From an optimization exercise on the open Yosys and OpenROAD flow, aimed at small area, a short achievable clock period and few clock cycles per item; shortcuts taken in it are not production practice. At most, simulation tests tie the RTL to the original design; equivalence was not proved. No activity file was given, so power comes from the tool's default toggle rates.

== alpha ==
==> module modulo_sec, before the edit <==
module modulo_sec#(
  parameter SIZE = 16,
  parameter CALCULATION_OUT = 1'b0 )(
  input clk,
  input rst,
  input [(SIZE-1):0] divident,
  input [(SIZE-1):0] divisor,
  input start,
  output done,
  output [(SIZE-1):0] remainder);
  localparam CW = 4;   
  function [3:0] lzc;
    input [15:0] v;
    reg [3:0] z;
    reg [1:0] lz0, lz1, lz2, lz3, hi;
    begin
      z[3] = ~|v[15:12]; z[2] = ~|v[11:8]; z[1] = ~|v[7:4]; z[0] = ~|v[3:0];
      lz3 = {~v[15] & ~v[14], ~v[15] & (v[14] | ~v[13])};
      lz2 = {~v[11] & ~v[10], ~v[11] & (v[10] | ~v[9])};
      lz1 = {~v[7] & ~v[6], ~v[7] & (v[6] | ~v[5])};
      lz0 = {~v[3] & ~v[2], ~v[3] & (v[2] | ~v[1])};
      hi = {z[3] & z[2], z[3] & (~z[2] | z[1])};
      case (hi)
        2'd0: lzc = {hi, lz3};
        2'd1: lzc = {hi, lz2};
        2'd2: lzc = {hi, lz1};
        default: lzc = {hi, lz0};
      endcase
    end
  endfunction
  function [SIZE:0] sub_bk;
    input [SIZE-1:0] x, y;
    reg [SIZE-1:0] g, p, gn, pn;
    integer i, j, l;
    begin
      for (i = 0; i < SIZE; i = i + 1) begin
        g[i] = ~x[i] & y[i];
        p[i] = ~(x[i] ^ y[i]);
      end
      for (l = 0; (1 << l) < SIZE; l = l + 1) begin
        gn = g; pn = p;
        for (i = 0; i < SIZE; i = i + 1)
          if (((i + 1) % (2 << l)) == 0) begin
            j = i - (1 << l);
            gn[i] = g[i] | (p[i] & g[j]);
            pn[i] = p[i] & p[j];
          end
        g = gn; p = pn;
      end
      for (l = CW - 2; l >= 0; l = l - 1) begin
        gn = g; pn = p;
        for (i = 0; i < SIZE; i = i + 1)
          if (((i + 1) % (2 << l)) == (1 << l) && i > (1 << l)) begin
            j = i - (1 << l);
            gn[i] = g[i] | (p[i] & g[j]);
            pn[i] = p[i] & p[j];
          end
        g = gn; p = pn;
      end
      sub_bk[SIZE] = g[SIZE-1];
      sub_bk[0] = x[0] ^ y[0];
      for (i = 1; i < SIZE; i = i + 1)
        sub_bk[i] = g[i-1] ? (x[i] ~^ y[i]) : (x[i] ^ y[i]);
    end
  endfunction
  function [CW:0] sub_sel;
    input [CW-1:0] x, y;
    reg [CW:0] bw;
    integer k;
    begin
      bw[0] = 1'b0;
      for (k = 0; k < CW; k = k + 1) begin
        sub_sel[k] = bw[k] ? (x[k] ~^ y[k]) : (x[k] ^ y[k]);
        bw[k+1] = (~x[k] & y[k]) | (~(x[k] ^ y[k]) & bw[k]);
      end
      sub_sel[CW] = bw[CW];
    end
  endfunction
  reg idle, busy, align;   
  reg [SIZE-1:0] rem_reg, div_reg;
  reg [CW-1:0] cnt;
  assign done = idle;
  assign remainder = rem_reg;
  wire [CW-1:0] lz_a = lzc(divident);
  wire [CW-1:0] lz_b = lzc(divisor);
  wire [CW:0] shift = sub_sel(lz_b, lz_a);
  wire [SIZE:0] diff = sub_bk(rem_reg, div_reg);
  always @(posedge clk) begin
    if (~busy) begin
      if (start)
        rem_reg <= divident;
      div_reg <= divisor;
      cnt <= shift[CW-1:0];
      align <= |shift[CW-1:0];
    end else if (align) begin
      div_reg <= div_reg << cnt;
      align <= 1'b0;
    end else begin
      if (~diff[SIZE])
        rem_reg <= diff[SIZE-1:0];
      div_reg <= div_reg >> 1;
      cnt <= cnt - 1'b1;
    end
  end
  always @(posedge clk or posedge rst) begin
    if (rst) begin
      idle <= 1'b1;
      busy <= 1'b0;
    end else if (~busy) begin
      idle <= ~start | shift[CW];
      busy <= start & ~shift[CW];
    end else if (~align) begin
      idle <= ~|cnt;
      busy <= |cnt;
    end
  end
endmodule
clock: 4.0 ns
lec_check: 0
abc_area: 1
cap_margin: 20
core_margin: 2
core_utilization: 40
setup_slack_margin: 1.6
slew_margin: 20
standard.sh (not shown) runs the stock make flow with config.mk's settings and CLKGATE_MAP_FILE= SYNTH_SCRIPT=/design/flow/synth_recipe.tcl, a recipe that flattens the netlist after the stock synthesis.
==> flow/flow/run.sh <==
#!/bin/bash
# The standard layout, with plain buf_1 cells (not delay cells) as the port
# buffers and no dummy loads in the clock tree.
set -euo pipefail
bash standard.sh BUFFER_PORTS_ARGS="-buffer_cell sky130_fd_sc_hd__buf_1" \
  CTS_ARGS="-sink_clustering_enable -repair_clock_nets -dont_use_dummy_load" \
  finish > standard.log 2>&1
Edits applied to the flow inputs when going from alpha to beta:
-- flow/design.v --
<<< alpha, line 77
    end
  endfunction
  reg idle, busy, align;   
  reg [SIZE-1:0] rem_reg, div_reg;
  reg [CW-1:0] cnt;
>>> beta, line 77
    end
  endfunction
  reg idle, align;
  reg [SIZE-1:0] rem_reg, div_reg;
  reg [CW-1:0] cnt;
<<< alpha, line 87
  wire [SIZE:0] diff = sub_bk(rem_reg, div_reg);
  always @(posedge clk) begin
    if (~busy) begin
      if (start)
        rem_reg <= divident;
>>> beta, line 87
  wire [SIZE:0] diff = sub_bk(rem_reg, div_reg);
  always @(posedge clk) begin
    if (idle) begin
      if (start)
        rem_reg <= divident;
<<< alpha, line 104
  end
  always @(posedge clk or posedge rst) begin
    if (rst) begin
      idle <= 1'b1;
      busy <= 1'b0;
    end else if (~busy) begin
      idle <= ~start | shift[CW];
      busy <= start & ~shift[CW];
    end else if (~align) begin
      idle <= ~|cnt;
      busy <= |cnt;
    end
  end
endmodule
>>> beta, line 104
  end
  always @(posedge clk or posedge rst) begin
    if (rst)
      idle <= 1'b1;
    else if (idle)
      idle <= ~start | shift[CW];
    else if (~align)
      idle <= ~|cnt;
  end
endmodule
Findings:
beta ends up with lower final period utilization than alpha does.
Compare alpha and beta | post-synthesis share of cell area spent on xor and xnor gates higher: alpha
Changes observed in beta relative to alpha: final cell count decreased by about 0.33% relative to the old numbers, fraction of area in registers decreased by 0.88 points relative to the old numbers.
beta: all stages complete, timing, DRC and antenna checks passed
alpha → beta: area of all placed cells without fillers went up about 1.1%; met2 global-route usage -2.6 points.
Testbench counts of beta, summed over its fixed seeds: cycles 6,344, items 1,280.
Only the layout flow was run in alpha; the RTL was not checked for function there.

========
Setup of juniper:
The RTL this note starts from:
==> flow/design.v <==
module modulo_sec#(
  parameter SIZE = 16,
  parameter CALCULATION_OUT = 1'b0 )(
  input clk,
  input rst,
  input [(SIZE-1):0] divident,
  input [(SIZE-1):0] divisor,
  input start,
  output done,
  output [(SIZE-1):0] remainder);
  localparam CW = $clog2(SIZE);
  function [CW-1:0] lzc;
    input [SIZE-1:0] v;
    integer i;
    begin
      lzc = SIZE-1;
      for (i = 0; i < SIZE; i = i + 1)
        if (v[i]) lzc = SIZE-1-i;
    end
  endfunction
  function [SIZE:0] sub_bk;
    input [SIZE-1:0] x, y;
    reg [SIZE-1:0] g, p, gn, pn;
    integer i, j, l;
    begin
      for (i = 0; i < SIZE; i = i + 1) begin
        g[i] = ~x[i] & y[i];
        p[i] = ~(x[i] ^ y[i]);
      end
      for (l = 0; (1 << l) < SIZE; l = l + 1) begin
        gn = g; pn = p;
        for (i = 0; i < SIZE; i = i + 1)
          if (((i + 1) % (2 << l)) == 0) begin
            j = i - (1 << l);
            gn[i] = g[i] | (p[i] & g[j]);
            pn[i] = p[i] & p[j];
          end
        g = gn; p = pn;
      end
      for (l = CW - 2; l >= 0; l = l - 1) begin
        gn = g; pn = p;
        for (i = 0; i < SIZE; i = i + 1)
          if (((i + 1) % (2 << l)) == (1 << l) && i > (1 << l)) begin
            j = i - (1 << l);
            gn[i] = g[i] | (p[i] & g[j]);
            pn[i] = p[i] & p[j];
          end
        g = gn; p = pn;
      end
      sub_bk[SIZE] = g[SIZE-1];
      sub_bk[0] = x[0] ^ y[0];
      for (i = 1; i < SIZE; i = i + 1)
        sub_bk[i] = x[i] ^ y[i] ^ g[i-1];
    end
  endfunction
  reg busy, align;
  reg [SIZE-1:0] rem_reg, div_reg;
  reg [CW-1:0] cnt;
  assign done = ~busy;
  assign remainder = rem_reg;
  wire [CW-1:0] lz_a = lzc(divident);
  wire [CW-1:0] lz_b = lzc(divisor);
  wire [CW:0] shift = {1'b0, lz_b} - {1'b0, lz_a};
  wire [SIZE:0] diff = sub_bk(rem_reg, div_reg);
  always @(posedge clk) begin
    if (~busy) begin
      if (start)
        rem_reg <= divident;
      div_reg <= divisor;
      cnt <= shift[CW-1:0];
      align <= |shift[CW-1:0];
    end else if (align) begin
      div_reg <= div_reg << cnt;
      align <= 1'b0;
    end else begin
      if (~diff[SIZE])
        rem_reg <= diff[SIZE-1:0];
      div_reg <= div_reg >> 1;
      cnt <= cnt - 1'b1;
    end
  end
  always @(posedge clk or posedge rst) begin
    if (rst)
      busy <= 1'b0;
    else if (~busy)
      busy <= start & ~shift[CW];
    else if (~align)
      busy <= |cnt;
  end
endmodule
==> flow/config.mk <==
export PLATFORM = sky130hd
export DESIGN_NAME = modulo_sec
export DESIGN_NICKNAME = modulo_sec
export VERILOG_FILES = /design/flow/design.v
export SDC_FILE = /design/flow/constraint.sdc
export NUM_CORES = 4
export LEC_CHECK = 0
export CAP_MARGIN = 20
export CORE_MARGIN = 2
export CORE_UTILIZATION = 40
export SLEW_MARGIN = 20
==> flow/constraint.sdc <==
create_clock -name core_clock -period 4.0 [get_ports {clk}]
set_input_delay 0.8000 -clock core_clock [delete_from_list [all_inputs] [get_ports {clk}]]
set_output_delay 0.8000 -clock core_clock [all_outputs]
set_load 0.01 [all_outputs]
==> flow/flow/run.sh <==
#!/bin/bash
# The standard layout, with plain buf_1 cells (not delay cells) as the port buffers.
set -euo pipefail
bash standard.sh BUFFER_PORTS_ARGS="-buffer_cell sky130_fd_sc_hd__buf_1" finish > standard.log 2>&1
juniper finished all stages; the layout is clean.
Modified inputs, yarrow compared to juniper
--- a/flow/design.v
+++ b/flow/design.v
@@ -10,11 +10,21 @@
   output [(SIZE-1):0] remainder);
   localparam CW = $clog2(SIZE);
-  function [CW-1:0] lzc;
-    input [SIZE-1:0] v;
-    integer i;
+  function [3:0] lzc;
+    input [15:0] v;
+    reg [3:0] z;
+    reg [1:0] lz0, lz1, lz2, lz3, hi;
     begin
-      lzc = SIZE-1;
-      for (i = 0; i < SIZE; i = i + 1)
-        if (v[i]) lzc = SIZE-1-i;
+      z[3] = ~|v[15:12]; z[2] = ~|v[11:8]; z[1] = ~|v[7:4]; z[0] = ~|v[3:0];
+      lz3 = {~v[15] & ~v[14], ~v[15] & (v[14] | ~v[13])};
+      lz2 = {~v[11] & ~v[10], ~v[11] & (v[10] | ~v[9])};
+      lz1 = {~v[7] & ~v[6], ~v[7] & (v[6] | ~v[5])};
+      lz0 = {~v[3] & ~v[2], ~v[3] & (v[2] | ~v[1])};
+      hi = {z[3] & z[2], z[3] & (~z[2] | z[1])};
+      case (hi)
+        2'd0: lzc = {hi, lz3};
+        2'd1: lzc = {hi, lz2};
+        2'd2: lzc = {hi, lz1};
+        default: lzc = {hi, lz0};
+      endcase
     end
   endfunction
@@ -54,5 +64,5 @@
     end
   endfunction
-  reg busy, align;
+  reg busy;
   reg [SIZE-1:0] rem_reg, div_reg;
   reg [CW-1:0] cnt;
@@ -64,18 +74,14 @@
   wire [SIZE:0] diff = sub_bk(rem_reg, div_reg);
   always @(posedge clk) begin
-    if (~busy) begin
-      if (start)
-        rem_reg <= divident;
-      div_reg <= divisor;
-      cnt <= shift[CW-1:0];
-      align <= |shift[CW-1:0];
-    end else if (align) begin
-      div_reg <= div_reg << cnt;
-      align <= 1'b0;
-    end else begin
+    if (busy) begin
       if (~diff[SIZE])
         rem_reg <= diff[SIZE-1:0];
       div_reg <= div_reg >> 1;
       cnt <= cnt - 1'b1;
+    end else begin
+      if (start)
+        rem_reg <= divident;
+      div_reg <= divisor << shift[CW-1:0];
+      cnt <= shift[CW-1:0];
     end
   end
@@ -83,8 +89,8 @@
     if (rst)
       busy <= 1'b0;
-    else if (~busy)
+    else if (busy)
+      busy <= |cnt;
+    else
       busy <= start & ~shift[CW];
-    else if (~align)
-      busy <= |cnt;
   end
 endmodule
==> results.txt <==
From juniper to yarrow the numbers moved as follows: length of routed met3 wiring dropped 240 um, pin count of the biggest net entering global routing dropped 1. yarrow — insertion delay of the later-clocked pin in the worst-skew pair 0.02 ns lower, juniper as reference. yarrow gives less core area than juniper did. Slowest cell on the critical path = dfxtp_1: juniper; slowest cell on the critical path = or4_4: yarrow. Summary of yarrow over juniper: synthesized cell count now smaller, met3 global-route usage -1.2 points, minimum setup slack in the final design fell by 0.96 ns. When the final numbers for juniper and yarrow were put side by side, the design area turned out to be greater in juniper.
Function was not checked in any run of this note: the RTL went through the layout flow alone.

========
Starts from the design.v that is shown in full above.
==> flow/config.mk <==
export PLATFORM = sky130hd
export DESIGN_NAME = modulo_sec
export DESIGN_NICKNAME = modulo_sec
export VERILOG_FILES = /design/flow/design.v
export SDC_FILE = /design/flow/constraint.sdc
export NUM_CORES = 4
export LEC_CHECK = 0
export ABC_AREA = 1
export CAP_MARGIN = 20
export CORE_MARGIN = 2
export CORE_UTILIZATION = 40
export SETUP_SLACK_MARGIN = 1.5
export SLEW_MARGIN = 20
==> flow/constraint.sdc <==
create_clock -name core_clock -period 4.0 [get_ports {clk}]
set_input_delay 0.8000 -clock core_clock [delete_from_list [all_inputs] [get_ports {clk}]]
set_output_delay 0.8000 -clock core_clock [all_outputs]
set_load 0.01 [all_outputs]
Scripts as last shown in full above: flow/flow/run.sh
Next try:
--- a/flow/design.v
+++ b/flow/design.v
@@ -7,17 +7,27 @@
   input [(SIZE-1):0] divisor,
   input start,
   output done,
   output [(SIZE-1):0] remainder);
   localparam CW = $clog2(SIZE);
-  function [CW-1:0] lzc;
-    input [SIZE-1:0] v;
-    integer i;
+  function [3:0] lzc;
+    input [15:0] v;
+    reg [3:0] z;
+    reg [1:0] lz0, lz1, lz2, lz3, hi;
     begin
-      lzc = SIZE-1;
-      for (i = 0; i < SIZE; i = i + 1)
-        if (v[i]) lzc = SIZE-1-i;
+      z[3] = ~|v[15:12]; z[2] = ~|v[11:8]; z[1] = ~|v[7:4]; z[0] = ~|v[3:0];
+      lz3 = {~v[15] & ~v[14], ~v[15] & (v[14] | ~v[13])};
+      lz2 = {~v[11] & ~v[10], ~v[11] & (v[10] | ~v[9])};
+      lz1 = {~v[7] & ~v[6], ~v[7] & (v[6] | ~v[5])};
+      lz0 = {~v[3] & ~v[2], ~v[3] & (v[2] | ~v[1])};
+      hi = {z[3] & z[2], z[3] & (~z[2] | z[1])};
+      case (hi)
+        2'd0: lzc = {hi, lz3};
+        2'd1: lzc = {hi, lz2};
+        2'd2: lzc = {hi, lz1};
+        default: lzc = {hi, lz0};
+      endcase
     end
   endfunction
   function [SIZE:0] sub_bk;
     input [SIZE-1:0] x, y;
     reg [SIZE-1:0] g, p, gn, pn;
After rerunning: Cell area drops slightly; worst setup slack gets better by 0.13 ns; routed wire length climbs by a few percent; synthesized cell count climbs by a little under a tenth; global-route usage climbs by 1.5 points; die area climbs by a few percent; utilization drops by 2.7 points; register-to-register slack gets better by 0.12 ns; final cell count climbs by a few percent; flip-flop and latch count is unchanged; count of clock-buffer cells in the layout climbs by 1; sequential power hardly moves; clock skew is about the same; non-clock buffer count drops by 4.
No run of this note included a check of the RTL's function; only the layout flow was run.

-- separate check: timing with driven ports --
No port has a modelled driver above. Below, the same layouts with a new extraction and two added sets of constraints. Step 1: set_driving_cell puts a clkbuf_16 on clk and a buf_2 on each other input, an assumption about the parent block. Step 2, shift: input delay + t, output delay - t, t = (earliest + latest rising clock arrival at the registers) / 2. This alone moves slack from input paths to output paths. Slacks: no drivers / after step 1 / after step 2; pairs: no drivers / after step 1.
run | t, ns | setup WS [ns] | worst register clock-pin slew, ns
alpha | 0.322 | 1.489 / 1.497 / 1.175 | 0.09 / 0.09
beta | 0.314 | 1.511 / 1.503 / 1.189 | 0.08 / 0.08
juniper | 0.325 | 1.119 / 1.119 / 1.013 | 0.08 / 0.08
yarrow | 0.309 | 0.157 / 0.166 / -0.143 | 0.08 / 0.08
the first run of note 3 | 0.327 | 1.404 / 1.381 / 1.054 | 0.09 / 0.09
the second run of note 3 | 0.325 | 1.533 / 1.524 / 1.277 | 0.08 / 0.08
With both steps, setup timing fails in yarrow, where it was met with ideal ports. For the first run of note 3, which loses most, drivers alone change the setup slack by -0.023 ns; drivers and shift together by -0.350 ns.
